From an optimization exercise on the open Yosys and OpenROAD flow, aimed at small area; shortcuts taken in it are not production practice.
Only simulation tests tie the RTL to the original design; equivalence was not proved.
Power is estimated from default activity; no workload was simulated.

==> design.v <==
module bbfifo_16x8 (
  input        clk,
  input        gsr,
  input  [7:0] data_in,
  input  [2:0] bit_select,
  output       data_bit,
  input        reset,
  input        write,
  input        read,
  output       full,
  output       half_full,
  output       data_present
);
  reg [127:0] sr;
  reg [3:0]   pointer;
  reg         dp;
  wire pz = (pointer == 4'd0);
  wire valid_write = write & (~full | read);
  always @(posedge clk)
    if (valid_write) sr <= {sr[119:0], data_in};
  wire inc = dp & write & ~read & ~full;
  wire dec = dp & read & ~write & ~pz;
  always @(posedge clk)
    if (gsr | reset) begin
      pointer <= 4'd0;
      dp      <= 1'b0;
    end else begin
      if (inc)      pointer <= pointer + 4'd1;
      else if (dec) pointer <= pointer - 4'd1;
      if (dp) begin
        if (pz & read & ~write) dp <= 1'b0;
      end else
        dp <= write;
    end
  wire [15:0] byte_sel = 16'd1 << pointer;
  wire [7:0]  bit_sel  = 8'd1 << bit_select;
  wire [15:0] bits;
  genvar k;
  generate
    for (k = 0; k < 16; k = k + 1) begin : rd
      assign bits[k] = |(sr[8*k +: 8] & bit_sel);
    end
  endgenerate
  assign data_bit     = |(bits & byte_sel);
  assign full         = &pointer;
  assign half_full    = pointer[3];
  assign data_present = dp;
endmodule
module rxfifo_16x8 (
  input        clk,
  input        gsr,
  input  [7:0] data_in,
  output [7:0] data_out,
  input        reset,
  input        write,
  input        read,
  output       full,
  output       half_full,
  output       data_present
);
  reg [7:0]   st [0:15];
  reg [3:0]   pointer;
  reg         dp;
  wire pz = (pointer == 4'd0);
  always @(posedge clk)
    if (read | ~dp) st[0] <= dp ? st[1] : data_in;
  integer i;
  always @(posedge clk)
    for (i = 1; i < 16; i = i + 1)
      if (read | ~dp | (pointer < i))
        st[i] <= (i == 15) ? data_in : st[(i + 1) % 16];
  wire inc = dp & write & ~read & ~full;
  wire dec = dp & read & ~write & ~pz;
  always @(posedge clk)
    if (gsr | reset) begin
      pointer <= 4'd0;
      dp      <= 1'b0;
    end else begin
      if (inc)      pointer <= pointer + 4'd1;
      else if (dec) pointer <= pointer - 4'd1;
      if (dp) begin
        if (pz & read & ~write) dp <= 1'b0;
      end else
        dp <= write;
    end
  assign data_out     = st[0];
  assign full         = &pointer;
  assign half_full    = pointer[3];
  assign data_present = dp;
endmodule
module kcuart_tx (
  input        clk,
  input        gsr,
  output [2:0] bit_select,
  input        data_bit,
  input        send_character,
  input        en_16_x_baud,
  output reg   serial_out,
  output reg   Tx_complete
);
  reg [3:0] state;
  reg [3:0] phase;
  assign bit_select = state[2:0];
  wire idle     = (state == 4'd9);
  wire bit_end  = en_16_x_baud & (&phase);
  always @(posedge clk)
    if (gsr) begin
      state <= 4'd9;
      phase <= 4'd0;
    end else begin
      if (en_16_x_baud & ~idle) phase <= phase + 4'd1;
      if (idle) begin
        if (en_16_x_baud & send_character) state <= 4'd15;
      end else if (bit_end) begin
        if (state == 4'd8) state <= send_character ? 4'd15 : 4'd9;
        else               state <= state + 4'd1;
      end
    end
  always @(posedge clk) begin
    serial_out  <= ~gsr & (state != 4'd15) & (state[3] | data_bit);
    Tx_complete <= ~gsr & bit_end & (state == 4'd7);
  end
endmodule
module kcuart_rx (
  input            clk,
  input            gsr,
  input            serial_in,
  output reg [7:0] data_out,
  output           data_strobe,
  input            en_16_x_baud
);
  reg       sync_serial, stop_bit;
  reg [7:0] count;
  wire idle   = (count == 8'd1);
  wire sample = count[7] & (count[3:0] == 4'd0);
  assign data_strobe = (count == 8'd0);
  always @(posedge clk) begin
    sync_serial <= serial_in;
    stop_bit    <= gsr | sync_serial;
  end
  always @(posedge clk)
    if (gsr)
      count <= 8'd1;
    else if (data_strobe | (en_16_x_baud & ~idle))
      count <= count + 8'd1;
    else if (en_16_x_baud & ~stop_bit)
      count <= 8'd105;
  always @(posedge clk)
    if (en_16_x_baud & sample) data_out <= {stop_bit, data_out[7:1]};
endmodule
module uart_tx (
  input  [7:0] data_in,
  input        write_buffer,
  input        reset_buffer,
  input        en_16_x_baud,
  output       serial_out,
  output       buffer_full,
  output       buffer_half_full,
  input        clk,
  input        gsr
);
  wire [2:0] bit_select;
  wire       fifo_data_bit;
  wire       fifo_data_present;
  wire       fifo_read;
  kcuart_tx kcuart (
    .clk(clk), .gsr(gsr), .bit_select(bit_select), .data_bit(fifo_data_bit), .send_character(fifo_data_present),
    .en_16_x_baud(en_16_x_baud), .serial_out(serial_out), .Tx_complete(fifo_read));
  bbfifo_16x8 buf_0 (
    .clk(clk), .gsr(gsr), .data_in(data_in), .bit_select(bit_select), .data_bit(fifo_data_bit), .reset(reset_buffer),
    .write(write_buffer), .read(fifo_read), .full(buffer_full), .half_full(buffer_half_full),
    .data_present(fifo_data_present));
endmodule
module uart_rx (
  input        serial_in,
  output [7:0] data_out,
  input        read_buffer,
  input        reset_buffer,
  input        en_16_x_baud,
  output       buffer_data_present,
  output       buffer_full,
  output       buffer_half_full,
  input        clk,
  input        gsr
);
  wire [7:0] uart_data_out;
  wire       fifo_write;
  kcuart_rx kcuart (
    .clk(clk), .gsr(gsr), .serial_in(serial_in), .data_out(uart_data_out),
    .data_strobe(fifo_write), .en_16_x_baud(en_16_x_baud));
  rxfifo_16x8 buf_0 (
    .clk(clk), .gsr(gsr), .data_in(uart_data_out), .data_out(data_out), .reset(reset_buffer),
    .write(fifo_write), .read(read_buffer), .full(buffer_full), .half_full(buffer_half_full),
    .data_present(buffer_data_present));
endmodule
module uart (
  input        clk,
  input        rst,               
  input        en_16_x_baud,      
  input  [7:0] tx_data_in,
  input        tx_write_buffer,
  input        tx_reset_buffer,
  output       tx_serial_out,
  output       tx_buffer_full,
  output       tx_buffer_half_full,
  input        rx_serial_in,
  output [7:0] rx_data_out,
  input        rx_read_buffer,
  input        rx_reset_buffer,
  output       rx_buffer_data_present,
  output       rx_buffer_full,
  output       rx_buffer_half_full
);
  uart_tx transmit (
    .data_in(tx_data_in),
    .write_buffer(tx_write_buffer),
    .reset_buffer(tx_reset_buffer),
    .en_16_x_baud(en_16_x_baud),
    .serial_out(tx_serial_out),
    .buffer_full(tx_buffer_full),
    .buffer_half_full(tx_buffer_half_full),
    .clk(clk),
    .gsr(rst));
  uart_rx receive (
    .serial_in(rx_serial_in),
    .data_out(rx_data_out),
    .read_buffer(rx_read_buffer),
    .reset_buffer(rx_reset_buffer),
    .en_16_x_baud(en_16_x_baud),
    .buffer_data_present(rx_buffer_data_present),
    .buffer_full(rx_buffer_full),
    .buffer_half_full(rx_buffer_half_full),
    .clk(clk),
    .gsr(rst));
endmodule
==> flow/run.sh <==
#!/bin/bash
# Own layout flow: the standard ORFS flow (same make targets, same config.mk and
# flow settings, same synthesis script and register mapping), with three changes:
#  1. ABC maps the combinational logic with the area-oriented script flow/area.abc
#     instead of ORFS's delay-oriented one (ORFS's synth.tcl is used otherwise unchanged);
#  2. clock tree synthesis gets explicit clustering settings and no dummy loads;
#  3. the port buffers that buffer_ports inserts are sky130_fd_sc_hd__buf_1.
# Each tool's output goes to orfs/logs (ORFS's own logs) and to make.log here.
set -euo pipefail
W=$(pwd)
if [ -f flow/params.sh ]; then source flow/params.sh; fi
export FLOW_OWN_ABC="$W/flow/area.abc"
export CTS_ARGS="${CTS_ARGS_OVERRIDE:--sink_clustering_enable -repair_clock_nets -sink_clustering_size ${CTS_SIZE:-20} -sink_clustering_max_diameter ${CTS_DIAM:-65} -buf_list sky130_fd_sc_hd__clkbuf_${CTS_BUF:-8} -dont_use_dummy_load}"
export BUFFER_PORTS_ARGS="-buffer_cell sky130_fd_sc_hd__buf_1"

# standard.sh's make command line, with our synthesis script in place of synth_recipe.tcl
cmd=$(grep '^make ' standard.sh)
cmd=${cmd//"SYNTH_SCRIPT=$W/synth_recipe.tcl"/"SYNTH_SCRIPT=$W/flow/synth.tcl"}
cmd=${cmd//'"${@:-finish}"'/finish}
echo "$cmd" > make_cmd.txt
eval "$cmd" > make.log 2>&1

results=$W/orfs/results/$FLOW_PLATFORM/uart/base
: # left out here: write the final layout as DEF
==> flow/area.abc <==
strash
&get -n
&st
&dch -f
&nf -R 1000 -p -F 8 -C 32
&put
strash
&get -n
&st
&dch -f
&nf -R 1000 -p -F 8 -C 32
&put
strash
&get -n
&st
&dch -f
&nf -R 1000 -p -F 8 -C 32
&put
strash
&get -n
&st
&dch -f
&nf -R 1000 -p -F 8 -C 32
&put
strash
&get -n
&st
&dch -f
&nf -R 1000 -p -F 8 -C 32
&put
strash
&get -n
&st
&dch -f
&nf -R 1000 -p -F 8 -C 32
&put
strash
&get -n
&st
&dch -f
&nf -R 1000 -p -F 8 -C 32
&put
strash
&get -n
&st
&dch -f
&nf -R 1000 -p -F 8 -C 32
&put
strash
&get -n
&st
&dch -f
&nf -R 1000 -p -F 8 -C 32
&put
strash
&get -n
&st
&dch -f
&nf -R 1000 -p -F 8 -C 32
&put
strash
&get -n
&st
&dch -f
&nf -R 1000 -p -F 8 -C 32
&put
strash
&get -n
&st
&dch -f
&nf -R 1000 -p -F 8 -C 32
&put
strash
&get -n
&st
&dch -f
&nf -R 1000 -p -F 8 -C 32
&put
strash
&get -n
&st
&dch -f
&nf -R 1000 -p -F 8 -C 32
&put
strash
&get -n
&st
&dch -f
&nf -R 1000 -p -F 8 -C 32
&put
strash
&get -n
&st
&dch -f
&nf -R 1000 -p -F 8 -C 32
&put
==> flow/synth.tcl <==
# synth_recipe.tcl (the standard flow's synthesis), except that ORFS's synth.tcl is run with its ABC
# call using the script in $FLOW_OWN_ABC and without its adder mapping; everything else
# is ORFS's synth.tcl as it is.
proc synth {args} { yosys synth -nofsm -noshare {*}$args }
# no separate full/half-adder mapping: ABC maps the counters' logic with the rest
set ::env(ADDER_MAP_FILE) ""
set fh [open $::env(SCRIPTS_DIR)/synth.tcl]
set orfs_synth [read $fh]
close $fh
set from {log_cmd abc {*}$abc_args}
set to {log_cmd abc -script $::env(FLOW_OWN_ABC) {*}[lrange $abc_args 2 end]}
if {[string first $from $orfs_synth] < 0} { error "ORFS synth.tcl has no ABC call to replace" }
set orfs_synth [string map [list $from $to] $orfs_synth]
eval $orfs_synth
# left out here: clear keep_hierarchy, flatten, clean up, hide names made inside functions, write 1_2_yosys.v
==> standard.sh <==
#!/bin/bash
# synth_recipe.tcl (not shown) runs the flow's synth.tcl, then flattens the netlist and writes it again
# the make line also repeats each setting of config.mk as NAME=value (left out here)
make -C /OpenROAD-flow-scripts/flow DESIGN_CONFIG=/design/flow/config.mk WORK_HOME=/design/flow/orfs CLKGATE_MAP_FILE= SYNTH_SCRIPT=/design/flow/synth_recipe.tcl "${@:-finish}"
==> config.mk <==
export PLATFORM = sky130hd
export DESIGN_NAME = uart
export DESIGN_NICKNAME = uart
export VERILOG_FILES = /design/flow/design.v
export SDC_FILE = /design/flow/constraint.sdc
export NUM_CORES = 8
export LEC_CHECK = 0
export CAP_MARGIN = 20
export CORE_MARGIN = 2
export CORE_UTILIZATION = 40
export SLEW_MARGIN = 20
==> constraint.sdc <==
create_clock -name core_clock -period 5.0 [get_ports {clk}]
set_input_delay 1.0000 -clock core_clock [delete_from_list [all_inputs] [get_ports {clk}]]
set_output_delay 1.0000 -clock core_clock [all_outputs]
set_load 0.01 [all_outputs]
==> results of run 1 <==
## through the flow
| step | instance area, um2 | cells | utilization | power, mW | worst slack [ps] |
|---|---|---|---|---|---|
| detailed placement | 10700 | 899 | 0.429 | 3.05 | 1980 |
| global placement | 10700 | 899 | 0.428 | 3.03 | 2150 |
| finish | 11000 | 919 | 0.440 | 4.03 | 2220 |
| CTS | 11000 | 919 | 0.440 | 4.07 | 2190 |
| floorplan | 10100 | 532 | - | 2.98 | 628 |
| global route | 11000 | 919 | 0.440 | 4.18 | 2060 |
## cells in the mapped netlist, types with 2 or more instances
master and instances:
sky130_fd_sc_hd__nor2_1 16, sky130_fd_sc_hd__a31oi_1 14, sky130_fd_sc_hd__nor3_1 12, sky130_fd_sc_hd__xnor2_1 4
sky130_fd_sc_hd__nand2_1 31, sky130_fd_sc_hd__or3_1 2, sky130_fd_sc_hd__nand3_1 8, sky130_fd_sc_hd__a2111oi_0 2
sky130_fd_sc_hd__a21oi_1 19, sky130_fd_sc_hd__a21o_1 2, sky130_fd_sc_hd__clkinv_1 3, sky130_fd_sc_hd__nand2b_1 2
sky130_fd_sc_hd__nand4_1 2, sky130_fd_sc_hd__a222oi_1 32, sky130_fd_sc_hd__nor3b_1 3, sky130_fd_sc_hd__a221oi_1 4
sky130_fd_sc_hd__nor4_1 3, sky130_fd_sc_hd__a211oi_1 2, sky130_fd_sc_hd__edfxtp_1 264, sky130_fd_sc_hd__xor2_1 3
sky130_fd_sc_hd__mux2_1 8, sky130_fd_sc_hd__nor2b_1 3, sky130_fd_sc_hd__a22oi_1 18, sky130_fd_sc_hd__or2_0 2
sky130_fd_sc_hd__o21a_1 3, sky130_fd_sc_hd__and3_1 6, sky130_fd_sc_hd__and3b_1 2, sky130_fd_sc_hd__o31ai_1 2
sky130_fd_sc_hd__o21ai_0 17, sky130_fd_sc_hd__and2_0 2, sky130_fd_sc_hd__dfxtp_1 30
## placed cells by master, fill, tap and decap left out, drive strengths merged, types with 12 or more instances in the layout
cell / count
a22oi: 18
o21ai: 17
buf: 37
edfxtp: 264
a21oi: 19
nor2: 16
dfxtp: 30
clkbuf: 20
a31oi: 14
a222oi: 32
nand2: 31
nor3: 12
## sequential cells by signal (all words and copies together), names as in the netlist, 4 cells and up
name	cells
receive.kcuart.data_out	8
receive.buf_0.st	128
transmit.buf_0.pointer	4
transmit.kcuart.phase	4
receive.kcuart.count	8
transmit.buf_0.sr	128
receive.buf_0.pointer	4
transmit.kcuart.state	4
## worst max path at each step
| stage | start | end | slack, ps | cells past startpoint |
|---|---|---|---|---|
| after detailed placement | rx_read_buffer | receive.buf_0.pointer[1] | 1980 | 7 |
| after floorplan | tx_write_buffer | transmit.buf_0.sr[0] | 630 | 1 |
| after CTS | transmit.buf_0.pointer[3] | tx_buffer_full | 2190 | 3 |
| final | transmit.buf_0.pointer[3] | tx_buffer_full | 2220 | 3 |
| after global placement | rx_read_buffer | receive.buf_0.pointer[1] | 2150 | 7 |
| after global routing | transmit.kcuart.state[0] | transmit.kcuart.serial_out | 2060 | 9 |
## final cells by class
cell class	instances	area (um2)
fillers	2210	14000
flip-flops and latches	294	8530
multi-input cells	235	1580
well taps	330	413
clock buffers	20	275
repair buffers	37	169
inverters	3	11.3
## routing by layer
metal / share of wire / routed length (um) / vias to the layer above
met2: 0.49 / 8820 / 172
met5: 0.00072 / 13 / -
met1: 0.43 / 7870 / 2628
li1: - / - / 2328
met4: 0.020 / 362 / 2
met3: 0.061 / 1110 / 28
## where the power goes
| part | switching, mW | internal (mW) |
|---|---|---|
| registers | 0.0633 | 2.75 |
| logic | 0.116 | 0.0686 |
| clock network | 0.674 | 0.362 |
| total | 0.854 | 3.18 |
## cell families after synthesis
group                  share of synthesized area
flip-flops                                 0.846
multiplexers                             0.00993
buffers and inverters                    0.00112
AND/OR/NAND/NOR                           0.0474
AO/OA/AOI/OAI                             0.0897
XOR/XNOR                                 0.00608
==> impl_summary.txt, run 1 <==
----------------------------------------------------
[Status]
  Outcome ... timing/DRC/antenna clean

[Synthesis]
  Post-Syn Nets ... around 550
  Synth cell types ... 42
  Async set or reset register ratio after synthesis ... 0
  Post-synthesis instance total ... approximately 530
  Synthesized cell area ... 0.0101 mm2
  Number of warnings issued by yosys ... 5
  Post-synthesis register bit count ... ~290
  Number of enable-type register cells in the synthesized netlist ... 264
  Part of the Yosys area used for sequential elements ... 0.846
  Largest area contributor in the synthesized netlist ... sky130_fd_sc_hd__edfxtp_1
  Fraction of post-synthesis cell area in the top cell type by area ... 0.786
  Cell types with the largest area share after synthesis ... sky130_fd_sc_hd__edfxtp_1 79%, sky130_fd_sc_hd__dfxtp_1 6.0%, sky130_fd_sc_hd__a222oi_1 3.2%
  Ys flop type ... sky130_fd_sc_hd__edfxtp_1
  Average size of a mapped cell ... 19.0 um2

[Clocking]
  Sinks on the clock net ... just under 300
  Number of buffers inserted during clock tree synthesis ... 20
  Later-pin clock latency in the skew report ... about 550 ps
  Number of gates resized after cts ... 0
  CTS tree ... done
  Number of buffers between clock root and the deepest sink ... 3
  Buffer type at the clock tree root ... sky130_fd_sc_hd__clkbuf_8
  CTS Hold Buffers Added ... 0
  Deepest level of the CTS H-tree ... 1
  Clock-pin slew on the worst setup and hold paths ... between 100 and 150 ps
  Number of setup buffers added after CTS ... 0

[Worst setup path]
  Data arrival time of the critical path ... roughly 1800 ps
  Cell depth of the worst flop-to-flop path ... 9
  Critical Path Max Stage Delay ... approximately 730 ps
  CP max stage cell ... sky130_fd_sc_hd__dfxtp_1
  Worst reg-to-reg setup slack ... around 2300 ps
  Cells along the critical path ... nand4_1, clkinv_1, buf_1
  Worst Path Class, Setup ... flop to primary output
  CP delay by family, top ... flip-flops
  Startpoint types ... flop
  Critical path capture point type ... primary output
  Worst flop-to-flop path endpoint ... transmit.kcuart.serial_out
  Req. time, crit path ... approximately 4000 ps
  Buffering stage count on the worst path with inverters included ... 2
  Worst flop-to-flop path startpoint ... transmit.kcuart.state[0]
  Largest fanout on the critical path ... 13

[Placed design]
  Sum of net half-perimeters after detailed placement ... roughly 12 mm
  Port buffer count ... 29
  Final weighted congestion of routability-driven global placement ... 0.789

[STA]
  Setup-violating endpoint count in the final report ... 0
  Unrepaired setup endpoints after global routing ... no
  Peak clock frequency supported by timing ... approximately 0.36 GHz
  Number of hold violations in the final report ... 0
  Ratio of final minimum period to clock period ... 0.557
  Count of pins over their slew limit ... 0
  Slew Limit Headroom ... 0.333
  Fin crit period ... 2780 ps
  Setup Skew ... between 60 and 70 ps
  Slew at the pin closest to its max-slew limit ... slightly below 1000 ps
  Setup TNS Final ... 0 ps
  Hold_ws ... 407 ps

[Finish]
  Final net count ... ~610
  Layout cell share with drive strength beyond 1 ... 0.0577
  ANT cells ... 0
  Area growth syn-to-layout ... 8.82%

[Global routing]
  Final global-route overflow total ... 0
  Wire length of the first global-routing pass ... ~28 mm
  Initial antenna violation count ... 2
  Total track usage ... 0.137
  Largest net degree at the start of global routing ... between 60 and 70
  Most heavily used metal layer in global routing ... met2
  Global Route met1 Usage ... 0.189
  Global-route track usage on met2 ... 0.225
  Number of global-route vias before repair ... approximately 5.1k
  Met3 demand-to-capacity share in global routing ... 0.0255

[Worst hold path]
  HP Start ... receive.buf_0.st[14][3]
  Number of cells on the worst hold path ... 0
  Class of the worst hold path ... flop to flop
  Endpoint, Worst Hold ... receive.buf_0.st[13][3]

[Die]
  Die outline width ... about 160 um
  Die Height ... between 150 and 200 um
  Row cnt ... 58
  I/O pin cnt ... 30
  Core Region ... about 0.025 mm2
  Die Area ... around 0.026 mm2
  Effective utilization at floorplan ... 0.404

[Route]
  Post-detailed-route via-to-cell ratio ... 5.61
  Remaining antenna violation count ... 0
  Routed via count ... just over 5k
  First DRT Iteration DRCs ... between 600 and 700
  First drt pass iteration count ... 6
  Detailed-route DRC error count ... 0
  Final wirelength ... ~18 mm
  Routed wirelength normalized by instance count ... 19.8 um

[Run]
  Count of max-cap constraint violations ... 0

[Pwr]
  Leak pwr ... about 3.6 nW
  Power density over the cells ... around 370 mW/mm2
  Worst voltage drop across the vdd grid ... approximately 0.00023 V

----------------------------------------------------
==> run 2, diff against run 1 <==
==> flow/params.sh (new file) <==
CTS_DIAM=70
--- a/config.mk
+++ b/config.mk
@@ -9,3 +9,4 @@
 export CORE_MARGIN = 2
-export CORE_UTILIZATION = 40
+export CORE_UTILIZATION = 60
+export PLACE_DENSITY = 0.8
 export SLEW_MARGIN = 20
==> run 2 against run 1 <==
Flip-flop and latch count unchanged. Final area decreased by 1.6%. Highest routed layer is now met4. Register-to-register slack got worse by 50 ps. Global-route usage increased by 5.7 points.
==> impl_summary.txt, run 2 <==
----------------------------------------------------
[Finish]
  Most common cell after layout, fill and taps aside ... sky130_fd_sc_hd__edfxtp_1
  Number of standard cells in the layout, taps in and fillers out ... 806 (-12%)
  ANT cells ... 0 (unchanged)
  Final net count ... 604 (-0.49%)
  Registers with the highest flip-flop counts ... receive.buf_0.st: 128 flops, transmit.buf_0.sr: 128 flops
  Most frequent cells in the layout ... 264 x sky130_fd_sc_hd__edfxtp_1, 32 x sky130_fd_sc_hd__a222oi_1, 31 x sky130_fd_sc_hd__nand2_1
  Area growth syn-to-layout ... 7.12%
  Layout cell share with drive strength beyond 1 ... 0.0546 (-0.00312)

[STA]
  Setup-violating endpoint count in the final report ... 0 (unchanged)
  Number of hold violations in the final report ... 0 (unchanged)
  Final worst setup slack ... 2220 ps (+7.39 ps)
  Setup TNS Final ... 0 ps (unchanged)
  Setup Skew ... 23.5 ps (-45.0 ps)
  Peak clock frequency supported by timing ... 0.360 GHz (+0.27%)
  Fin crit period ... 2780 ps (-7.39 ps)
  Hold_ws ... 409 ps (+1.44 ps)
  Unrepaired setup endpoints after global routing ... no
  Slew at the pin closest to its max-slew limit ... 965 ps (-24.5 ps)
  Slew Limit Headroom ... 0.356 (+0.0233)
  Ratio of final minimum period to clock period ... 0.555 (-0.00148)
  Count of pins over their slew limit ... 0 (unchanged)

[Worst setup path]
  Largest fanout on the critical path ... 16 (+3)
  Worst Path Class, Setup ... flop to flop
  CP delay by family, top ... simple AND/OR/NAND/NOR gates
  Data arrival time of the critical path ... 3150 ps (+1370 ps)
  Buffering stage count on the worst path with inverters included ... 0 (-2)
  Critical path capture point type ... flop
  Critical Path Max Stage Delay ... 590 ps (-140 ps)
  Startpoint types ... flop
  CP max stage cell ... sky130_fd_sc_hd__dfxtp_1
  Cells along the critical path ... and3b_1, a222oi_1, a31oi_1, nor4_1, a21oi_1, o21ai_0, a221oi_1
  Req. time, crit path ... 5370 ps (+1370 ps)

[Synthesis]
  Synth cell types ... 42 (unchanged)
  Xor and xnor area share after synthesis ... 0.00608 (unchanged)
  Largest area contributor in the synthesized netlist ... sky130_fd_sc_hd__edfxtp_1
  Cell types with the largest area share after synthesis ... sky130_fd_sc_hd__edfxtp_1 79%, sky130_fd_sc_hd__dfxtp_1 6.0%, sky130_fd_sc_hd__a222oi_1 3.2%
  Number of enable-type register cells in the synthesized netlist ... 264 (unchanged)
  Fraction of the mapped netlist area in simple logic gates ... 0.0474 (unchanged)
  Multiplexer fraction of the synthesized cell area ... 0.00993 (unchanged)
  Synth Area in Compound Gates ... 0.0897 (unchanged)
  Fraction of post-synthesis cell area in the top cell type by area ... 0.786 (unchanged)
  Async set or reset register ratio after synthesis ... 0 (unchanged)
  Part of the Yosys area used for sequential elements ... 0.846 (unchanged)
  Number of warnings issued by yosys ... 5 (unchanged)
  Synthesized cell area ... 0.0101 mm2 (unchanged)
  Post-Syn Nets ... 548 (unchanged)
  Average size of a mapped cell ... 19.0 um2 (unchanged)
  Ys flop type ... sky130_fd_sc_hd__edfxtp_1
  Largest family of logic cells by synthesized area ... compound AO/OA/AOI/OAI gates
  Most common library cells after synthesis ... 264 x sky130_fd_sc_hd__edfxtp_1, 32 x sky130_fd_sc_hd__a222oi_1, 31 x sky130_fd_sc_hd__nand2_1
  Post-synthesis register bit count ... 294 (unchanged)
  Post-synthesis instance total ... 532 (unchanged)
  Synthesized-area fraction occupied by adder cells ... 0 (unchanged)
  Library cell with the highest instance count after synthesis ... sky130_fd_sc_hd__edfxtp_1

[Pwr]
  Leak pwr ... 3.56 nW (-0.45%)
  Power density over the cells ... 367 mW/mm2 (about the same)
  Worst voltage drop across the vdd grid ... 0.000245 V (+4.5%)
  Pwr Total ... 3.97 mW (-1.6%)

[Clocking]
  Number of setup buffers added after CTS ... 0 (unchanged)
  Number of gates resized after cts ... 0 (unchanged)
  Number of buffers between clock root and the deepest sink ... 3 (unchanged)
  Deepest level of the CTS H-tree ... 1 (unchanged)
  CTS tree ... done
  Sinks on the clock net ... 294 (unchanged)
  Clock-pin slew on the worst setup and hold paths ... 110 ps (about the same)
  Buffer type at the clock tree root ... sky130_fd_sc_hd__clkbuf_8
  Number of buffers inserted during clock tree synthesis ... 18 (-10%)
  CTS Hold Buffers Added ... 0 (unchanged)
  Later-pin clock latency in the skew report ... 520 ps (-30 ps)

[Route]
  Remaining antenna violation count ... 0 (unchanged)
  Detailed-route DRC error count ... 0 (unchanged)
  Final wirelength ... 17.3 mm (-5.1%)
  First drt pass iteration count ... 5 (-1)
  First DRT Iteration DRCs ... 799 (+21%)
  Routed via count ... 5152 (-0.12%)
  Routed wirelength normalized by instance count ... 21.4 um (+8.2%)
  Post-detailed-route via-to-cell ratio ... 6.39 (+14%)

[Placed design]
  Count of placed standard cells including taps ... 788 (-12%)
  Port buffer count ... 29 (unchanged)
  Sum of net half-perimeters after detailed placement ... 11.1 mm (-6.5%)
  Final weighted congestion of routability-driven global placement ... 0.842 (+6.8%)
  Worst setup slack before clock tree synthesis ... 2030 ps (+45.9 ps)

[Global routing]
  Total track usage ... 0.193 (+0.0565)
  Largest net degree at the start of global routing ... 71 (+2.9%)
  Initial antenna violation count ... 0 (-2)
  Wire length of the first global-routing pass ... 26.4 mm (-5.5%)
  Number of global-route vias before repair ... 5006 (-1.4%)
  Final global-route overflow total ... 0 (unchanged)

[Die]
  Core Region ... 0.0165 mm2 (-34%)
  Effective utilization at floorplan ... 0.610 (+0.206)
  Die Height ... 134 um (-18%)
  Die Area ... 0.0179 mm2 (-33%)
  Die outline width ... 134 um (-18%)
  I/O pin cnt ... 30 (unchanged)
  Row cnt ... 47 (-19%)

[Worst hold path]
  Class of the worst hold path ... flop to flop

[Status]
  Outcome ... timing/DRC/antenna clean

[Run]
  Count of max-cap constraint violations ... 0 (unchanged)

----------------------------------------------------
run 2: cell counts after synthesis:
No cell type changed its count.
run 2: final timing paths:
path                                end  slack (ps)  cells past startpoint                     start
max          transmit.kcuart.serial_out        2220                      7  transmit.kcuart.state[0]
min              receive.buf_0.st[8][2]         410                      0    receive.buf_0.st[9][2]
max reg2reg  transmit.kcuart.serial_out        2220                      7  transmit.kcuart.state[0]
min reg2reg      receive.buf_0.st[8][2]         410                      0    receive.buf_0.st[9][2]
run 2: cell type report:
cell class,count,area [um2]
Inverter,3,11.3
Multi-Input combinational cell,235,1580
Tap cell,220,275
Clock buffer,18,248
Timing Repair Buffer,36,163
Sequential cell,294,8530
Fill cell,1044,5720
run 2: cells by family after synthesis:
family | Yosys count
DFF | 294
AOI/OAI and AO/OA | 122
xor gates and xnor gates | 7
and+or+nand+nor | 97
buffers and inverters | 3
muxes | 9
run 2: worst reg2reg max path: stages (launching register included):
cell,delay (ps)
sky130_fd_sc_hd__dfxtp_1,590
sky130_fd_sc_hd__and3b_1,500
sky130_fd_sc_hd__a222oi_1,460
sky130_fd_sc_hd__a31oi_1,160
sky130_fd_sc_hd__nor4_1,590
sky130_fd_sc_hd__a21oi_1,140
sky130_fd_sc_hd__o21ai_0,100
sky130_fd_sc_hd__a221oi_1,100
run 2: where the power goes:
group,internal (mW),leakage [nW],switching [mW]
clock,0.328,0.129,0.646
sequential,2.75,2.92,0.0620
combinational,0.0682,0.503,0.115
run 2: metrics by stage:
| step | cell area, um2 | utilization |
|---|---|---|
| finish | 10800 | 0.654 |
| global route | 10800 | 0.654 |
| CTS | 10800 | 0.654 |
| detailed placement | 10600 | 0.639 |
| global placement | 10500 | 0.638 |
| floorplan | 10100 | - |
run 2: metal layers:
metal / GRT usage / part of all wire / vias up / wire, um
met5: 0 / 0 / - / 0
li1: - / - / 2326 / -
met2: 0.320 / 0.48 / 260 / 8300
met4: 0.0479 / 0.020 / 0 / 345
met3: 0.0377 / 0.092 / 32 / 1580
met1: 0.271 / 0.41 / 2534 / 7030
==> run 3, diff against run 2 <==
--- a/design.v
+++ b/design.v
@@ -133,5 +133,5 @@
   reg [7:0] count;
-  wire idle   = (count == 8'd1);
-  wire sample = count[7] & (count[3:0] == 4'd0);
-  assign data_strobe = (count == 8'd0);
+  wire idle   = (count == 8'd0);
+  wire sample = (count[3:0] == 4'd8) & (count[7:4] != 4'd0) & (count[7:4] <= 4'd8);
+  assign data_strobe = (count == 8'd152);
   always @(posedge clk) begin
@@ -141,8 +141,6 @@
   always @(posedge clk)
-    if (gsr)
-      count <= 8'd1;
-    else if (data_strobe | (en_16_x_baud & ~idle))
+    if (gsr | data_strobe)
+      count <= 8'd0;
+    else if (en_16_x_baud & (~idle | ~stop_bit))
       count <= count + 8'd1;
-    else if (en_16_x_baud & ~stop_bit)
-      count <= 8'd105;
   always @(posedge clk)
==> run 3 against run 2 <==
Still clean. Register-to-register slack worse by 20 ps. Sequential power shrank 2%. Total power is 3.3% lower. Maximum frequency decreased by 1.6%. Flip-flop and latch count is the same. First-iteration DRC count fell by 23%. Non-clock buffer count is the same. Die area decreased by 0.31%. Via count is 1.4% lower. Worst hold slack gained 15 ps. Critical endpoint is now tx_buffer_full.
==> impl_summary.txt, run 3 <==
----------------------------------------------------
[Status]
  Outcome ... timing/DRC/antenna clean

[Finish]
  Most common cell after layout, fill and taps aside ... sky130_fd_sc_hd__edfxtp_1
  Sequential Area ... 0.00853 mm2 (unchanged)
  Final net count ... 599 (-0.83%)
  Most frequent cells in the layout ... 264 x sky130_fd_sc_hd__edfxtp_1, 30 x sky130_fd_sc_hd__a222oi_1, 30 x sky130_fd_sc_hd__dfxtp_1
  ANT cells ... 0 (unchanged)
  Layout cell share with drive strength beyond 1 ... 0.0551 (+0.000470)
  Area growth syn-to-layout ... 7.15% (about the same)
  Area used by multi-input combinational logic ... 0.00154 mm2 (-2.3%)
  FILL cells ... 1109 (+6.2%)
  Registers with the highest flip-flop counts ... receive.buf_0.st: 128 flops, transmit.buf_0.sr: 128 flops

[Clocking]
  Buffer type at the clock tree root ... sky130_fd_sc_hd__clkbuf_8
  Clock-pin slew on the worst setup and hold paths ... 110 ps (about the same)
  Number of buffers inserted during clock tree synthesis ... 18 (unchanged)
  CTS tree ... done
  Sinks on the clock net ... 294 (unchanged)
  CTS Hold Buffers Added ... 0 (unchanged)
  Later-pin clock latency in the skew report ... 530 ps (about the same)
  Number of setup buffers added after CTS ... 0 (unchanged)
  Deepest level of the CTS H-tree ... 1 (unchanged)
  Number of gates resized after cts ... 0 (unchanged)
  Number of buffers between clock root and the deepest sink ... 3 (unchanged)

[STA]
  Setup Skew ... 19.1 ps (-4.45 ps)
  Peak clock frequency supported by timing ... 0.355 GHz (-1.6%)
  Slew Limit Headroom ... 0.319 (-0.0377)
  Number of hold violations in the final report ... 0 (unchanged)
  Ratio of final minimum period to clock period ... 0.564 (+0.00907)
  Setup TNS Final ... 0 ps (unchanged)
  Setup-violating endpoint count in the final report ... 0 (unchanged)
  Final worst setup slack ... 2180 ps (-45.4 ps)
  Count of pins over their slew limit ... 0 (unchanged)
  Fin crit period ... 2820 ps (+45.4 ps)
  Unrepaired setup endpoints after global routing ... no
  Slew at the pin closest to its max-slew limit ... 1010 ps (+45.8 ps)

[Die]
  Effective utilization at floorplan ... 0.610 (about the same)
  Row cnt ... 47 (unchanged)
  Die Height ... 133 um (-0.16%)
  Core Region ... 0.0165 mm2 (-0.36%)
  Die outline width ... 133 um (-0.16%)
  Die Area ... 0.0178 mm2 (-0.31%)
  I/O pin cnt ... 30 (unchanged)

[Worst setup path]
  Req. time, crit path ... 4000 ps (-1370 ps)
  Critical path capture point type ... primary output
  Startpoint types ... flop
  Largest fanout on the critical path ... 7 (-9)
  Worst flop-to-flop path endpoint ... receive.buf_0.pointer[1]
  Data arrival time of the critical path ... 1820 ps (-1330 ps)
  Worst reg-to-reg setup slack ... 2200 ps (-20 ps)
  Worst Path Class, Setup ... flop to primary output
  Critical path launch point ... transmit.buf_0.pointer[0]
  Worst flop-to-flop path startpoint ... receive.buf_0.dp
  CP endpoint ... tx_buffer_full
  Cell depth of the worst flop-to-flop path ... 6 (-1)

[Synthesis]
  Post-synthesis instance total ... 527 (-0.94%)
  Largest family of logic cells by synthesized area ... compound AO/OA/AOI/OAI gates
  Async set or reset register ratio after synthesis ... 0 (unchanged)
  Synthesized-area fraction occupied by adder cells ... 0 (unchanged)
  Fraction of post-synthesis cell area in the top cell type by area ... 0.789 (+0.00254)
  Most common library cells after synthesis ... 264 x sky130_fd_sc_hd__edfxtp_1, 30 x sky130_fd_sc_hd__a222oi_1, 30 x sky130_fd_sc_hd__dfxtp_1
  Synth Area in Compound Gates ... 0.0810 (-0.00867)
  Xor and xnor area share after synthesis ... 0.00610 (+0.0000197)
  Library cell with the highest instance count after synthesis ... sky130_fd_sc_hd__edfxtp_1
  Fraction of the mapped netlist area in simple logic gates ... 0.0529 (+0.00551)
  Ys flop type ... sky130_fd_sc_hd__edfxtp_1
  Part of the Yosys area used for sequential elements ... 0.848 (+0.00274)
  Number of warnings issued by yosys ... 5 (unchanged)
  Multiplexer fraction of the synthesized cell area ... 0.00996 (+0.0000321)
  Post-synthesis register bit count ... 294 (unchanged)
  Number of enable-type register cells in the synthesized netlist ... 264 (unchanged)
  Synth cell types ... 40 (-4.8%)
  Average size of a mapped cell ... 19.1 um2 (+0.62%)
  Post-Syn Nets ... 543 (-0.91%)
  Cell types with the largest area share after synthesis ... sky130_fd_sc_hd__edfxtp_1 79%, sky130_fd_sc_hd__dfxtp_1 6.0%, sky130_fd_sc_hd__a222oi_1 3.0%
  Synthesized cell area ... 0.0101 mm2 (-0.32%)
  Largest area contributor in the synthesized netlist ... sky130_fd_sc_hd__edfxtp_1

[Route]
  First DRT Iteration DRCs ... 616 (-23%)
  Detailed-route DRC error count ... 0 (unchanged)
  Routed via count ... 5079 (-1.4%)
  Routed wirelength normalized by instance count ... 21.2 um (-0.97%)
  First drt pass iteration count ... 7 (+2)
  Remaining antenna violation count ... 0 (unchanged)
  Post-detailed-route via-to-cell ratio ... 6.34 (-0.80%)
  Final wirelength ... 17.0 mm (-1.6%)

[Global routing]
  Number of global-route vias before repair ... 5094 (+1.8%)
  Wire length of the first global-routing pass ... 26.4 mm (unchanged)
  Total track usage ... 0.193 (-0.000279)
  Final global-route overflow total ... 0 (unchanged)
  Initial antenna violation count ... 0 (unchanged)
  Largest net degree at the start of global routing ... 63 (-11%)

[Run]
  Count of max-cap constraint violations ... 0 (unchanged)

[Placed design]
  Worst setup slack before clock tree synthesis ... 1780 ps (-250 ps)
  Final weighted congestion of routability-driven global placement ... 0.874 (+3.8%)
  Port buffer count ... 29 (unchanged)
  Sum of net half-perimeters after detailed placement ... 11.1 mm (-0.73%)

[Pwr]
  Pwr Total ... 3.83 mW (-3.3%)
  Leak pwr ... 3.56 nW (+0.23%)
  Worst voltage drop across the vdd grid ... 0.000259 V (+6.0%)
  Power density over the cells ... 356 mW/mm2 (-3.0%)

[Worst hold path]
  Class of the worst hold path ... flop to flop

----------------------------------------------------
## run 3: area by class of cell
cell class	instances	area share
inverters	4	0.00139
flip-flops and latches	294	0.792
repair buffers	36	0.0151
multi-input cells	229	0.143
clock buffers	18	0.0230
well taps	220	0.0256
## run 3: stage by stage
| step | hold WS (ps) | util | area (um2) | cells |
|---|---|---|---|---|
| detailed placement | 405 | 0.639 | 10500 | 783 |
| global route | 426 | 0.654 | 10800 | 801 |
| finish | 423 | 0.654 | 10800 | 801 |
| floorplan | 391 | - | 10100 | 527 |
| global placement | 401 | 0.639 | 10500 | 783 |
| CTS | 411 | 0.654 | 10800 | 801 |
## run 3: layer usage
metal  part of all wire  vias up  wire length [um]  global-route usage
met2               0.50      199              8440               0.327
met1               0.42     2553              7070               0.262
met3              0.064       31              1090              0.0297
met4              0.022        0               382              0.0638
li1                   -     2296                 -                   -
met5                  0        -                 0                   0
## run 3: power breakdown
part / leakage (nW) / internal (mW) / switching (mW) / total (mW)
sequential: 2.92 / 2.73 / 0.0383 / 2.76
clock: 0.129 / 0.328 / 0.642 / 0.970
combinational: 0.512 / 0.0353 / 0.0642 / 0.0995
## run 3: how the worst min path moves through the flow
stage / from / to / slack [ps] / depth (start not counted)
6_report: receive.buf_0.st[7][6] / receive.buf_0.st[6][6] / 420 / 0
5_1_grt: receive.buf_0.st[7][6] / receive.buf_0.st[6][6] / 430 / 0
4_1_cts: receive.buf_0.st[10][2] / receive.buf_0.st[9][2] / 410 / 0
3_5_place_dp: receive.buf_0.st[12][5] / receive.buf_0.st[11][5] / 400 / 0
3_3_place_gp: receive.buf_0.st[11][4] / receive.buf_0.st[10][4] / 400 / 0
2_1_floorplan: receive.kcuart.sync_serial / receive.kcuart.stop_bit / 390 / 1
## run 3: critical path: stages, from the launching register on
cell and delay, ps:
sky130_fd_sc_hd__dfxtp_1 470, sky130_fd_sc_hd__nand2_1 280, sky130_fd_sc_hd__clkinv_1 140, sky130_fd_sc_hd__nand3_1 150, sky130_fd_sc_hd__clkinv_1 90, sky130_fd_sc_hd__buf_1 170
## run 3: logic make-up (layout without fill, tap and decap cells)
logic type / after synthesis / count (layout)
xor gates and xnor gates: 7 / 7
buffers and inverters: 4 / 58
and+or+nand+nor: 104 / 104
AOI/OAI and AO/OA: 109 / 109
muxes: 9 / 9
DFF: 294 / 294
==> run 4, diff against run 3 <==
--- a/flow/run.sh
+++ b/flow/run.sh
@@ -10,5 +10,6 @@
 W=$(pwd)
+# optional overrides for experiments (CTS_ARGS_OVERRIDE, CTS_SIZE, CTS_DIAM, CTS_BUF)
 if [ -f flow/params.sh ]; then source flow/params.sh; fi
 export FLOW_OWN_ABC="$W/flow/area.abc"
-export CTS_ARGS="${CTS_ARGS_OVERRIDE:--sink_clustering_enable -repair_clock_nets -sink_clustering_size ${CTS_SIZE:-20} -sink_clustering_max_diameter ${CTS_DIAM:-65} -buf_list sky130_fd_sc_hd__clkbuf_${CTS_BUF:-8} -dont_use_dummy_load}"
+export CTS_ARGS="${CTS_ARGS_OVERRIDE:--sink_clustering_enable -repair_clock_nets -sink_clustering_size ${CTS_SIZE:-20} -sink_clustering_max_diameter ${CTS_DIAM:-70} -buf_list sky130_fd_sc_hd__clkbuf_${CTS_BUF:-8} -dont_use_dummy_load}"
 export BUFFER_PORTS_ARGS="-buffer_cell sky130_fd_sc_hd__buf_1"
==> flow/params.sh (replaced) <==
CTS_ARGS_OVERRIDE="-sink_clustering_enable -repair_clock_nets -sink_clustering_size 20 -sink_clustering_max_diameter 70 -buf_list sky130_fd_sc_hd__clkbuf_8 -root_buf sky130_fd_sc_hd__clkbuf_4 -tree_buf sky130_fd_sc_hd__clkbuf_4 -dont_use_dummy_load"
==> run 4 against run 3 <==
Global-route usage fell by 0.078 points. Still clean on timing, DRC and antenna. Sequential share of layout area rose by 0.12 points. Register-to-register slack worse by 40 ps. Synthesized area is the same. Flip-flop and latch count stayed put. Utilization shrank 0.099 points. Clock skew about the same. Die area unchanged. Sequential power about the same. Maximum frequency is 3.4% lower. Clock-buffer cell count is the same.
==> impl_summary.txt, run 4 <==
----------------------------------------------------
[Status]
  Outcome ... timing/DRC/antenna clean

[STA]
  Setup-violating endpoint count in the final report ... 0 (unchanged)
  Setup Skew ... 19.4 ps (+0.366 ps)
  Ratio of final minimum period to clock period ... 0.584 (+0.0200)
  Slew at the pin closest to its max-slew limit ... 1010 ps (-5.19 ps)
  Unrepaired setup endpoints after global routing ... no
  Setup TNS Final ... 0 ps (unchanged)
  Peak clock frequency supported by timing ... 0.342 GHz (-3.4%)
  Number of hold violations in the final report ... 0 (unchanged)
  Slew Limit Headroom ... 0.322 (+0.00350)
  Count of pins over their slew limit ... 0 (unchanged)
  Fin crit period ... 2920 ps (+100 ps)

[Clocking]
  CTS tree ... done
  Number of buffers between clock root and the deepest sink ... 3 (unchanged)
  CTS Hold Buffers Added ... 0 (unchanged)
  Sinks on the clock net ... 294 (unchanged)
  Deepest level of the CTS H-tree ... 1 (unchanged)
  Number of gates resized after cts ... 0 (unchanged)
  Buffer type at the clock tree root ... sky130_fd_sc_hd__clkbuf_4
  Clock-pin slew on the worst setup and hold paths ... 110 ps (about the same)
  Later-pin clock latency in the skew report ... 640 ps (+110 ps)
  Number of setup buffers added after CTS ... 0 (unchanged)
  Number of buffers inserted during clock tree synthesis ... 18 (unchanged)

[Worst setup path]
  Largest fanout on the critical path ... 7 (unchanged)
  Startpoint types ... flop
  Critical path capture point type ... primary output
  Req. time, crit path ... 4000 ps (about the same)
  Data arrival time of the critical path ... 1920 ps (+100 ps)
  Critical path launch point ... transmit.buf_0.pointer[0]
  Worst flop-to-flop path startpoint ... receive.buf_0.dp
  Worst Path Class, Setup ... flop to primary output

[Synthesis]
  Cell types with the largest area share after synthesis ... sky130_fd_sc_hd__edfxtp_1 79%, sky130_fd_sc_hd__dfxtp_1 6.0%, sky130_fd_sc_hd__a222oi_1 3.0%
  Ys flop type ... sky130_fd_sc_hd__edfxtp_1
  Post-synthesis register bit count ... 294 (unchanged)
  Synth cell types ... 40 (unchanged)
  Synthesized cell area ... 0.0101 mm2 (unchanged)
  Number of warnings issued by yosys ... 5 (unchanged)
  Number of enable-type register cells in the synthesized netlist ... 264 (unchanged)
  Fraction of post-synthesis cell area in the top cell type by area ... 0.789 (unchanged)
  Async set or reset register ratio after synthesis ... 0 (unchanged)
  Post-Syn Nets ... 543 (unchanged)
  Most common library cells after synthesis ... 264 x sky130_fd_sc_hd__edfxtp_1, 30 x sky130_fd_sc_hd__a222oi_1, 30 x sky130_fd_sc_hd__dfxtp_1
  Average size of a mapped cell ... 19.1 um2 (unchanged)
  Largest area contributor in the synthesized netlist ... sky130_fd_sc_hd__edfxtp_1
  Library cell with the highest instance count after synthesis ... sky130_fd_sc_hd__edfxtp_1
  Post-synthesis instance total ... 527 (unchanged)
  Part of the Yosys area used for sequential elements ... 0.848 (unchanged)

[Global routing]
  Global-route track usage on met2 ... 0.327 (about the same)
  Number of global-route vias before repair ... 5106 (+0.24%)
  Met3 demand-to-capacity share in global routing ... 0.0323 (+0.00266)
  Wire length of the first global-routing pass ... 26.5 mm (about the same)
  Initial antenna violation count ... 1 (+1)
  Global Route met1 Usage ... 0.261 (-0.00117)
  Most heavily used metal layer in global routing ... met2
  Final global-route overflow total ... 0 (unchanged)
  Largest net degree at the start of global routing ... 63 (unchanged)
  Total track usage ... 0.192 (-0.000779)

[Pwr]
  Worst voltage drop across the vdd grid ... 0.000260 V (+0.38%)
  Internal power ... 3.06 mW (-0.99%)
  Switching share of power ... 0.195 (+0.000582)
  Combinational group share of total power ... 0.026 (about the same)
  Proportion of power drawn by flip-flops and latches ... 0.728 (+0.007)
  Clock share of power ... 0.246 (-0.007)
  Power density over the cells ... 353 mW/mm2 (-0.77%)
  Leak pwr ... 3.56 nW (-0.22%)
  Pwr Total ... 3.80 mW (-0.92%)
  Switch Pwr ... 740 uW (-0.62%)

[Finish]
  Most common cell after layout, fill and taps aside ... sky130_fd_sc_hd__edfxtp_1
  Final cell utilization of the core ... 0.653 (-0.000987)
  Area growth syn-to-layout ... 6.98%
  Final net count ... 599 (unchanged)
  FILL cells ... 1112 (+0.27%)
  Area used by multi-input combinational logic ... 0.00154 mm2 (unchanged)
  Sequential Area ... 0.00853 mm2 (unchanged)
  Most frequent cells in the layout ... 264 x sky130_fd_sc_hd__edfxtp_1, 30 x sky130_fd_sc_hd__a222oi_1, 30 x sky130_fd_sc_hd__dfxtp_1
  Registers with the highest flip-flop counts ... receive.buf_0.st: 128 flops, transmit.buf_0.sr: 128 flops
  Layout cell share with drive strength beyond 1 ... 0.0551 (unchanged)
  Number of standard cells in the layout, taps in and fillers out ... 802 (+0.12%)
  Post-route cell area ... 0.0108 mm2 (-0.15%)

[Die]
  Die Height ... 133 um (unchanged)
  Die outline width ... 133 um (unchanged)
  Effective utilization at floorplan ... 0.610 (unchanged)
  I/O pin cnt ... 30 (unchanged)
  Die Area ... 0.0178 mm2 (unchanged)
  Core Region ... 0.0165 mm2 (unchanged)
  Row cnt ... 47 (unchanged)

[Placed design]
  Sum of net half-perimeters after detailed placement ... 11.1 mm (unchanged)
  Cell area after placement ... 0.0105 mm2 (unchanged)
  Final weighted congestion of routability-driven global placement ... 0.874 (unchanged)
  Count of placed standard cells including taps ... 783 (unchanged)
  Port buffer count ... 29 (unchanged)

[Worst hold path]
  Class of the worst hold path ... flop to flop
  HP Start ... receive.buf_0.st[10][2]

[Route]
  Detailed-route DRC error count ... 0 (unchanged)
  First drt pass iteration count ... 5 (-2)
  Remaining antenna violation count ... 0 (unchanged)
  First DRT Iteration DRCs ... 545 (-12%)
  Routed wirelength normalized by instance count ... 21.2 um (-0.14%)
  Final wirelength ... 17.0 mm (about the same)
  Routed via count ... 5122 (+0.85%)
  Post-detailed-route via-to-cell ratio ... 6.39 (+0.72%)

[Run]
  Count of max-cap constraint violations ... 0 (unchanged)

----------------------------------------------------
==> run 4: area by class of cell <==
| cell class | instances | area share |
|---|---|---|
| clock buffers | 18 | 0.0213 |
| repair buffers | 36 | 0.0151 |
| diodes | 1 | 0.000233 |
| inverters | 4 | 0.00140 |
| multi-input cells | 229 | 0.143 |
| flip-flops and latches | 294 | 0.793 |
| well taps | 220 | 0.0256 |
==> run 4: through the flow <==
| step | setup WS (ps) | hold WS, ps |
|---|---|---|
| after detailed placement | 1780 | 405 |
| after global routing | 1880 | 405 |
| after global placement | 2140 | 401 |
| final | 2080 | 422 |
| after CTS | 2070 | 401 |
| after floorplan | 628 | 391 |
==> run 4: power by group through the flow <==
| stage | sequential, mW | combinational (mW) | clock [mW] |
|---|---|---|---|
| after global placement | 2.81 | 0.0936 | 0 |
| final | 2.76 | 0.100 | 0.934 |
| after CTS | 2.76 | 0.0992 | 0.959 |
| after floorplan | 2.81 | 0.0634 | 0 |
| after global routing | 2.77 | 0.109 | 1.03 |
| after detailed placement | 2.82 | 0.0989 | 0 |
==> run 4: cells by family after synthesis <==
kind of cell	share of synthesized area
AO/OA/AOI/OAI	0.0810
XOR/XNOR	0.00610
buffers and inverters	0.00149
flip-flops	0.849
multiplexers	0.00996
AND/OR/NAND/NOR	0.0529
==> run 4: final timing paths <==
check | depth (start not counted) | slack (ps) | end
max | 5 | 2080 | tx_buffer_full
min | 0 | 420 | receive.buf_0.st[9][2]
max reg2reg | 6 | 2160 | receive.buf_0.pointer[1]
min reg2reg | 0 | 420 | receive.buf_0.st[9][2]
==> run 4: metal layers <==
metal | share of wire | wire, um
met1 | 0.41 | 6980
met2 | 0.50 | 8470
met3 | 0.070 | 1180
met4 | 0.020 | 336
met5 | 0 | 0
==> run 4: worst max-delay path, cell delays in order, from the launching register on <==
cell and delay [ps]:
sky130_fd_sc_hd__dfxtp_1 470, sky130_fd_sc_hd__nand2_1 280, sky130_fd_sc_hd__clkinv_1 150, sky130_fd_sc_hd__nand3_1 150, sky130_fd_sc_hd__clkinv_1 90, sky130_fd_sc_hd__buf_1 170
==> run 5, diff against run 4 <==
--- a/config.mk
+++ b/config.mk
@@ -9,4 +9,4 @@
 export CORE_MARGIN = 2
-export CORE_UTILIZATION = 60
-export PLACE_DENSITY = 0.8
+export CORE_UTILIZATION = 75
+export PLACE_DENSITY = 0.9
 export SLEW_MARGIN = 20
==> run 5 against run 4 <==
Still clean on timing, DRC and antenna. Non-clock buffer count rose by 1. Total power barely moved. Synthesized area did not move. Maximum frequency fell by 4.0%. Die area fell by 19%. Register-to-register slack got worse by 200 ps. Final area fell by 0.53%. First-iteration DRC count rose by 83%. Flip-flop and latch count did not move. Utilization rose by 16 points. Critical path depth rose by 3. Worst setup slack got worse by 120 ps. Critical path type is now flop to flop. Largest cell class unchanged.
==> impl_summary.txt, run 5 <==
----------------------------------------------------
[Synthesis]
  Post-synthesis instance total ... 527 (unchanged)
  Largest area contributor in the synthesized netlist ... sky130_fd_sc_hd__edfxtp_1
  Synthesized cell area ... 0.0101 mm2 (unchanged)
  Library cell with the highest instance count after synthesis ... sky130_fd_sc_hd__edfxtp_1
  Post-Syn Nets ... 543 (unchanged)
  Synth cell types ... 40 (unchanged)
  Cell types with the largest area share after synthesis ... sky130_fd_sc_hd__edfxtp_1 79%, sky130_fd_sc_hd__dfxtp_1 6.0%, sky130_fd_sc_hd__a222oi_1 3.0%
  Ys flop type ... sky130_fd_sc_hd__edfxtp_1
  Number of warnings issued by yosys ... 5 (unchanged)
  Most common library cells after synthesis ... 264 x sky130_fd_sc_hd__edfxtp_1, 30 x sky130_fd_sc_hd__a222oi_1, 30 x sky130_fd_sc_hd__dfxtp_1
  Fraction of post-synthesis cell area in the top cell type by area ... 0.789 (unchanged)
  Number of enable-type register cells in the synthesized netlist ... 264 (unchanged)
  Average size of a mapped cell ... 19.1 um2 (unchanged)
  Async set or reset register ratio after synthesis ... 0 (unchanged)
  Part of the Yosys area used for sequential elements ... 0.848 (unchanged)
  Post-synthesis register bit count ... 294 (unchanged)

[Die]
  Die outline width ... 120 um (-10%)
  Die Height ... 120 um (-10%)
  Effective utilization at floorplan ... 0.762 (+0.152)
  I/O pin cnt ... 30 (unchanged)
  Die Area ... 0.0143 mm2 (-19%)
  Core Region ... 0.0132 mm2 (-20%)
  Row cnt ... 42 (-11%)

[Worst setup path]
  Data arrival time of the critical path ... 3570 ps (+1650 ps)
  Worst Path Class, Setup ... flop to flop
  Worst flop-to-flop path startpoint ... transmit.kcuart.state[0]
  Cell depth of the worst flop-to-flop path ... 8 (+2)
  Largest fanout on the critical path ... 18 (+11)
  Worst reg-to-reg setup slack ... 1960 ps (-200 ps)
  Cells along the critical path ... and3_1, a222oi_1, a31oi_1, a221o_1, o21ai_0, a21oi_1, a21oi_1, a221oi_1
  Req. time, crit path ... 5530 ps (+1530 ps)
  Critical path capture point type ... flop
  Startpoint types ... flop
  Worst flop-to-flop path endpoint ... transmit.kcuart.serial_out
  CP max stage cell ... sky130_fd_sc_hd__and3_1
  Critical Path Max Stage Delay ... 790 ps (+320 ps)
  Crit-path most repeated cell ... sky130_fd_sc_hd__a21oi_1

[Clocking]
  CTS Hold Buffers Added ... 0 (unchanged)
  Number of buffers between clock root and the deepest sink ... 3 (unchanged)
  Number of buffers inserted during clock tree synthesis ... 18 (unchanged)
  Deepest level of the CTS H-tree ... 1 (unchanged)
  Sinks on the clock net ... 294 (unchanged)
  CTS tree ... done
  Number of gates resized after cts ... 0 (unchanged)
  Number of setup buffers added after CTS ... 0 (unchanged)
  Later-pin clock latency in the skew report ... 610 ps (-30 ps)
  Clock-pin slew on the worst setup and hold paths ... 120 ps (about the same)
  Buffer type at the clock tree root ... sky130_fd_sc_hd__clkbuf_4

[Pwr]
  Worst voltage drop across the vdd grid ... 0.000286 V (+9.8%)
  Power density over the cells ... 355 mW/mm2 (+0.59%)
  Leak pwr ... 3.57 nW (+0.25%)

[Global routing]
  Largest net degree at the start of global routing ... 71 (+13%)
  Final global-route overflow total ... 0 (unchanged)
  Total track usage ... 0.258 (+0.0655)
  Wire length of the first global-routing pass ... 27.9 mm (+5.4%)
  Number of global-route vias before repair ... 5157 (+1.0%)
  Initial antenna violation count ... 0 (-1)

[Route]
  Routed wirelength normalized by instance count ... 24.2 um (+14%)
  Detailed-route DRC error count ... 0 (unchanged)
  Final wirelength ... 18.3 mm (+8.0%)
  Remaining antenna violation count ... 0 (unchanged)
  First drt pass iteration count ... 9 (+4)
  Routed via count ... 5368 (+4.8%)
  First DRT Iteration DRCs ... 999 (+83%)
  Post-detailed-route via-to-cell ratio ... 7.08 (+11%)

[STA]
  Ratio of final minimum period to clock period ... 0.608 (+0.0242)
  Fin crit period ... 3040 ps (+121 ps)
  Setup Skew ... 36.5 ps (+17.0 ps)
  Final worst setup slack ... 1960 ps (-121 ps)
  Unrepaired setup endpoints after global routing ... no
  Count of pins over their slew limit ... 0 (unchanged)
  Setup-violating endpoint count in the final report ... 0 (unchanged)
  Number of hold violations in the final report ... 0 (unchanged)
  Peak clock frequency supported by timing ... 0.329 GHz (-4.0%)
  Slew at the pin closest to its max-slew limit ... 945 ps (-61.0 ps)
  Slew Limit Headroom ... 0.370 (+0.0477)
  Setup TNS Final ... 0 ps (unchanged)

[Worst hold path]
  Endpoint, Worst Hold ... receive.buf_0.st[9][1]
  Class of the worst hold path ... flop to flop
  Number of cells on the worst hold path ... 0 (unchanged)
  HP Start ... receive.buf_0.st[10][1]

[Placed design]
  Final weighted congestion of routability-driven global placement ... 0.854 (-2.3%)
  Sum of net half-perimeters after detailed placement ... 11.9 mm (+7.7%)
  Worst setup slack before clock tree synthesis ... 1860 ps (+77.1 ps)
  Port buffer count ... 29 (unchanged)

[Finish]
  Final net count ... 600 (+0.17%)
  Most frequent cells in the layout ... 264 x sky130_fd_sc_hd__edfxtp_1, 30 x sky130_fd_sc_hd__a222oi_1, 30 x sky130_fd_sc_hd__dfxtp_1
  Layout cell share with drive strength beyond 1 ... 0.0550 (-0.0000946)
  Area used by multi-input combinational logic ... 0.00154 mm2 (-0.33%)
  FILL cells ... 619 (-44%)
  Area growth syn-to-layout ... 6.41%
  Registers with the highest flip-flop counts ... receive.buf_0.st: 128 flops, transmit.buf_0.sr: 128 flops
  Most common cell after layout, fill and taps aside ... sky130_fd_sc_hd__edfxtp_1
  Sequential Area ... 0.00853 mm2 (unchanged)
  ANT cells ... 0 (-1)

[Run]
  Count of max-cap constraint violations ... 0 (unchanged)

[Status]
  Outcome ... timing/DRC/antenna clean

----------------------------------------------------
==> run 5: changes by cell type in the layout (fill, tap and decap cells not counted), sizes merged <==
cell	before	now
buf	35	36
diode	1	0
==> run 5: layout make-up <==
type / count / share of cell area
clock buffers: 18 / 0.0214
inverters: 4 / 0.00140
multi-input cells: 229 / 0.144
flip-flops and latches: 294 / 0.797
well taps: 176 / 0.0206
repair buffers: 37 / 0.0157
==> run 5: cell families after synthesis <==
| kind of cell | share of synthesized area |
|---|---|
| buffers and inverters | 0.00149 |
| xor gates and xnor gates | 0.00610 |
| AOI/OAI and AO/OA | 0.0810 |
| muxes | 0.00996 |
| DFF | 0.849 |
| and+or+nand+nor | 0.0529 |
==> run 5: metrics by stage <==
step | total power, mW | utilization | hold WS, ps | cells | cell area [um2]
6_report | 3.80 | 0.811 | 417 | 758 | 10700
5_1_grt | 3.90 | 0.811 | 425 | 758 | 10700
4_1_cts | 3.81 | 0.811 | 410 | 758 | 10700
3_5_place_dp | 2.92 | 0.793 | 405 | 740 | 10500
3_3_place_gp | 2.91 | 0.793 | 400 | 739 | 10500
2_1_floorplan | 2.87 | - | 391 | 527 | 10100
==> run 5: worst max-delay path by stage <==
stage                                          from                    endpoint  depth (start not counted)
after CTS                 transmit.buf_0.pointer[0]              tx_buffer_full                          5
after floorplan                     tx_write_buffer        transmit.buf_0.sr[0]                          1
after global placement               rx_read_buffer    receive.buf_0.pointer[1]                          7
final                      transmit.kcuart.state[0]  transmit.kcuart.serial_out                          8
after global routing       transmit.kcuart.state[0]  transmit.kcuart.serial_out                          8
after detailed placement             rx_read_buffer    receive.buf_0.pointer[1]                          7
==> run 5: power by group <==
| part | internal, mW | switching (mW) |
|---|---|---|
| Clock | 0.297 | 0.632 |
| Sequential | 2.73 | 0.0413 |
| Combinational | 0.0353 | 0.0685 |
| Total | 3.06 | 0.741 |
==> run 5: routing by layer <==
layer,wire [um],vias up,GRT usage
li1,-,2297,-
met1,6900,2617,0.375
met2,8940,397,0.420
met3,2000,57,0.0466
met4,491,0,0.0625
met5,0,-,0
==> run 5: worst max-delay path: cells and delay by family (launching register included) <==
kind               cells  cell delay, ps
DFF                    1             610
and+or+nand+nor        1             790
AOI/OAI and AO/OA      7            1540
==> run 6, diff against run 5 <==
--- a/config.mk
+++ b/config.mk
@@ -9,4 +9,4 @@
 export CORE_MARGIN = 2
-export CORE_UTILIZATION = 75
-export PLACE_DENSITY = 0.9
+export CORE_UTILIZATION = 60
+export PLACE_DENSITY = 0.8
 export SLEW_MARGIN = 20
removed: flow/params.sh
==> run 6 against run 5 <==
Still clean. Critical path depth shrank 3. Global-route usage shrank 6.5 points. Sequential power is essentially flat. Non-clock buffer count shrank 1. Utilization shrank 16 points. Synthesized cell count is the same. Critical path type is now flop to primary output. Critical endpoint is now tx_buffer_full. Largest cell class unchanged.
==> impl_summary.txt, run 6 <==
----------------------------------------------------
[Status]
  Outcome ... timing/DRC/antenna clean

[Die]
  I/O pin cnt ... 30 (unchanged)
  Core Region ... 0.0165 mm2 (+25%)
  Row cnt ... 47 (+12%)
  Die outline width ... 133 um (+11%)
  Die Area ... 0.0178 mm2 (+24%)
  Die Height ... 133 um (+11%)
  Effective utilization at floorplan ... 0.610 (-0.152)

[Clocking]
  CTS Hold Buffers Added ... 0 (unchanged)
  CTS tree ... done
  Number of buffers between clock root and the deepest sink ... 3 (unchanged)
  Number of buffers inserted during clock tree synthesis ... 18 (unchanged)
  Clock-pin slew on the worst setup and hold paths ... 110 ps (about the same)
  Sinks on the clock net ... 294 (unchanged)
  Later-pin clock latency in the skew report ... 530 ps (-80 ps)
  Number of setup buffers added after CTS ... 0 (unchanged)
  Deepest level of the CTS H-tree ... 1 (unchanged)
  Buffer type at the clock tree root ... sky130_fd_sc_hd__clkbuf_8
  Number of gates resized after cts ... 0 (unchanged)

[Route]
  Final wirelength ... 17.0 mm (-7.4%)
  Routed via count ... 5079 (-5.4%)
  Routed wirelength normalized by instance count ... 21.2 um (-12%)
  Detailed-route DRC error count ... 0 (unchanged)
  First DRT Iteration DRCs ... 616 (-38%)
  Remaining antenna violation count ... 0 (unchanged)
  First drt pass iteration count ... 7 (-2)
  Post-detailed-route via-to-cell ratio ... 6.34 (-10%)

[Run]
  Count of max-cap constraint violations ... 0 (unchanged)

[Worst hold path]
  Class of the worst hold path ... flop to flop
  HP Start ... receive.buf_0.st[7][6]

[Pwr]
  Leak pwr ... 3.56 nW (about the same)
  Worst voltage drop across the vdd grid ... 0.000259 V (-9.3%)
  Power density over the cells ... 356 mW/mm2 (+0.18%)

[Synthesis]
  Post-Syn Nets ... 543 (unchanged)
  Cell types with the largest area share after synthesis ... sky130_fd_sc_hd__edfxtp_1 79%, sky130_fd_sc_hd__dfxtp_1 6.0%, sky130_fd_sc_hd__a222oi_1 3.0%
  Average size of a mapped cell ... 19.1 um2 (unchanged)
  Number of enable-type register cells in the synthesized netlist ... 264 (unchanged)
  Post-synthesis instance total ... 527 (unchanged)
  Synth cell types ... 40 (unchanged)
  Fraction of post-synthesis cell area in the top cell type by area ... 0.789 (unchanged)
  Post-synthesis register bit count ... 294 (unchanged)
  Number of warnings issued by yosys ... 5 (unchanged)
  Library cell with the highest instance count after synthesis ... sky130_fd_sc_hd__edfxtp_1
  Most common library cells after synthesis ... 264 x sky130_fd_sc_hd__edfxtp_1, 30 x sky130_fd_sc_hd__a222oi_1, 30 x sky130_fd_sc_hd__dfxtp_1
  Synthesized cell area ... 0.0101 mm2 (unchanged)
  Async set or reset register ratio after synthesis ... 0 (unchanged)
  Part of the Yosys area used for sequential elements ... 0.848 (unchanged)
  Largest area contributor in the synthesized netlist ... sky130_fd_sc_hd__edfxtp_1
  Ys flop type ... sky130_fd_sc_hd__edfxtp_1

[STA]
  Count of pins over their slew limit ... 0 (unchanged)
  Setup-violating endpoint count in the final report ... 0 (unchanged)
  Unrepaired setup endpoints after global routing ... no
  Slew Limit Headroom ... 0.319 (-0.0512)
  Ratio of final minimum period to clock period ... 0.564 (-0.0442)
  Setup Skew ... 19.1 ps (-17.4 ps)
  Setup TNS Final ... 0 ps (unchanged)
  Slew at the pin closest to its max-slew limit ... 1010 ps (+66.2 ps)
  Number of hold violations in the final report ... 0 (unchanged)
  Fin crit period ... 2820 ps (-221 ps)
  Peak clock frequency supported by timing ... 0.355 GHz (+7.8%)

[Finish]
  Post-route cell area ... 0.0108 mm2 (+0.69%)
  Final net count ... 599 (-0.17%)
  ANT cells ... 0 (unchanged)
  Most frequent cells in the layout ... 264 x sky130_fd_sc_hd__edfxtp_1, 30 x sky130_fd_sc_hd__a222oi_1, 30 x sky130_fd_sc_hd__dfxtp_1
  FILL cells ... 1109 (+79%)
  Area used by multi-input combinational logic ... 0.00154 mm2 (+0.33%)
  Registers with the highest flip-flop counts ... receive.buf_0.st: 128 flops, transmit.buf_0.sr: 128 flops
  Layout cell share with drive strength beyond 1 ... 0.0551 (+0.0000946)
  Most common cell after layout, fill and taps aside ... sky130_fd_sc_hd__edfxtp_1
  Sequential Area ... 0.00853 mm2 (unchanged)
  Area growth syn-to-layout ... 7.15%

[Worst setup path]
  Data arrival time of the critical path ... 1820 ps (-1750 ps)
  Largest fanout on the critical path ... 7 (-11)
  Req. time, crit path ... 4000 ps (-1530 ps)
  Startpoint types ... flop
  Critical path launch point ... transmit.buf_0.pointer[0]
  Worst Path Class, Setup ... flop to primary output
  Worst flop-to-flop path startpoint ... receive.buf_0.dp
  Critical path capture point type ... primary output

[Placed design]
  Cell area after placement ... 0.0105 mm2 (+0.53%)
  Port buffer count ... 29 (unchanged)
  Sum of net half-perimeters after detailed placement ... 11.1 mm (-7.2%)
  Final weighted congestion of routability-driven global placement ... 0.874 (+2.3%)

[Global routing]
  Total track usage ... 0.193 (-0.0647)
  Largest net degree at the start of global routing ... 63 (-11%)
  Initial antenna violation count ... 0 (unchanged)
  Wire length of the first global-routing pass ... 26.4 mm (-5.2%)
  Final global-route overflow total ... 0 (unchanged)
  Number of global-route vias before repair ... 5094 (-1.2%)

----------------------------------------------------
[run 6: cell counts after synthesis]
Identical to the previous run, type by type.
[run 6: path summary, 6_finish.rpt]
check | endpoint | slack, ps | cells past startpoint
max | tx_buffer_full | 2180 | 5
min | receive.buf_0.st[6][6] | 420 | 0
max reg2reg | receive.buf_0.pointer[1] | 2200 | 6
min reg2reg | receive.buf_0.st[6][6] | 420 | 0
[run 6: layer usage]
| layer | up-vias | wire length [um] | GRT usage |
|---|---|---|---|
| met4 | 0 | 382 | 0.0638 |
| met2 | 199 | 8440 | 0.327 |
| met1 | 2553 | 7070 | 0.262 |
| met3 | 31 | 1090 | 0.0297 |
| li1 | 2296 | - | - |
| met5 | - | 0 | 0 |
[run 6: through the flow]
step	cells	setup WS, ps	hold WS (ps)	power [mW]	util
after detailed placement	783	1780	405	2.92	0.639
after CTS	801	2180	411	3.85	0.654
final	801	2180	423	3.83	0.654
after global placement	783	2140	401	2.91	0.639
after global routing	801	1950	426	3.94	0.654
after floorplan	527	628	391	2.87	-
[run 6: cell type report]
cell class                 instances  share of cell area
clock buffer                      18              0.0230
timing repair buffer              36              0.0151
multi-input combinational        229               0.143
tap                              220              0.0256
inverter                           4             0.00139
sequential                       294               0.792
[run 6: cell families (layout without fill, tap and decap cells)]
| group | after synthesis | after routing | synth area share |
|---|---|---|---|
| multiplexers | 9 | 9 | 0.00996 |
| XOR/XNOR | 7 | 7 | 0.00610 |
| AND/OR/NAND/NOR | 104 | 104 | 0.0529 |
| AO/OA/AOI/OAI | 109 | 109 | 0.0810 |
| flip-flops | 294 | 294 | 0.849 |
| buffers and inverters | 4 | 58 | 0.00149 |
[run 6: worst max-delay path: stages (launching register included)]
cell and delay [ps]:
sky130_fd_sc_hd__dfxtp_1 470, sky130_fd_sc_hd__nand2_1 280, sky130_fd_sc_hd__clkinv_1 140, sky130_fd_sc_hd__nand3_1 150
sky130_fd_sc_hd__clkinv_1 90, sky130_fd_sc_hd__buf_1 170
[run 6: where the power goes]
group / switching (mW) / internal [mW]
registers: 0.0383 / 2.73
clock network: 0.642 / 0.328
logic: 0.0642 / 0.0353
total: 0.745 / 3.09
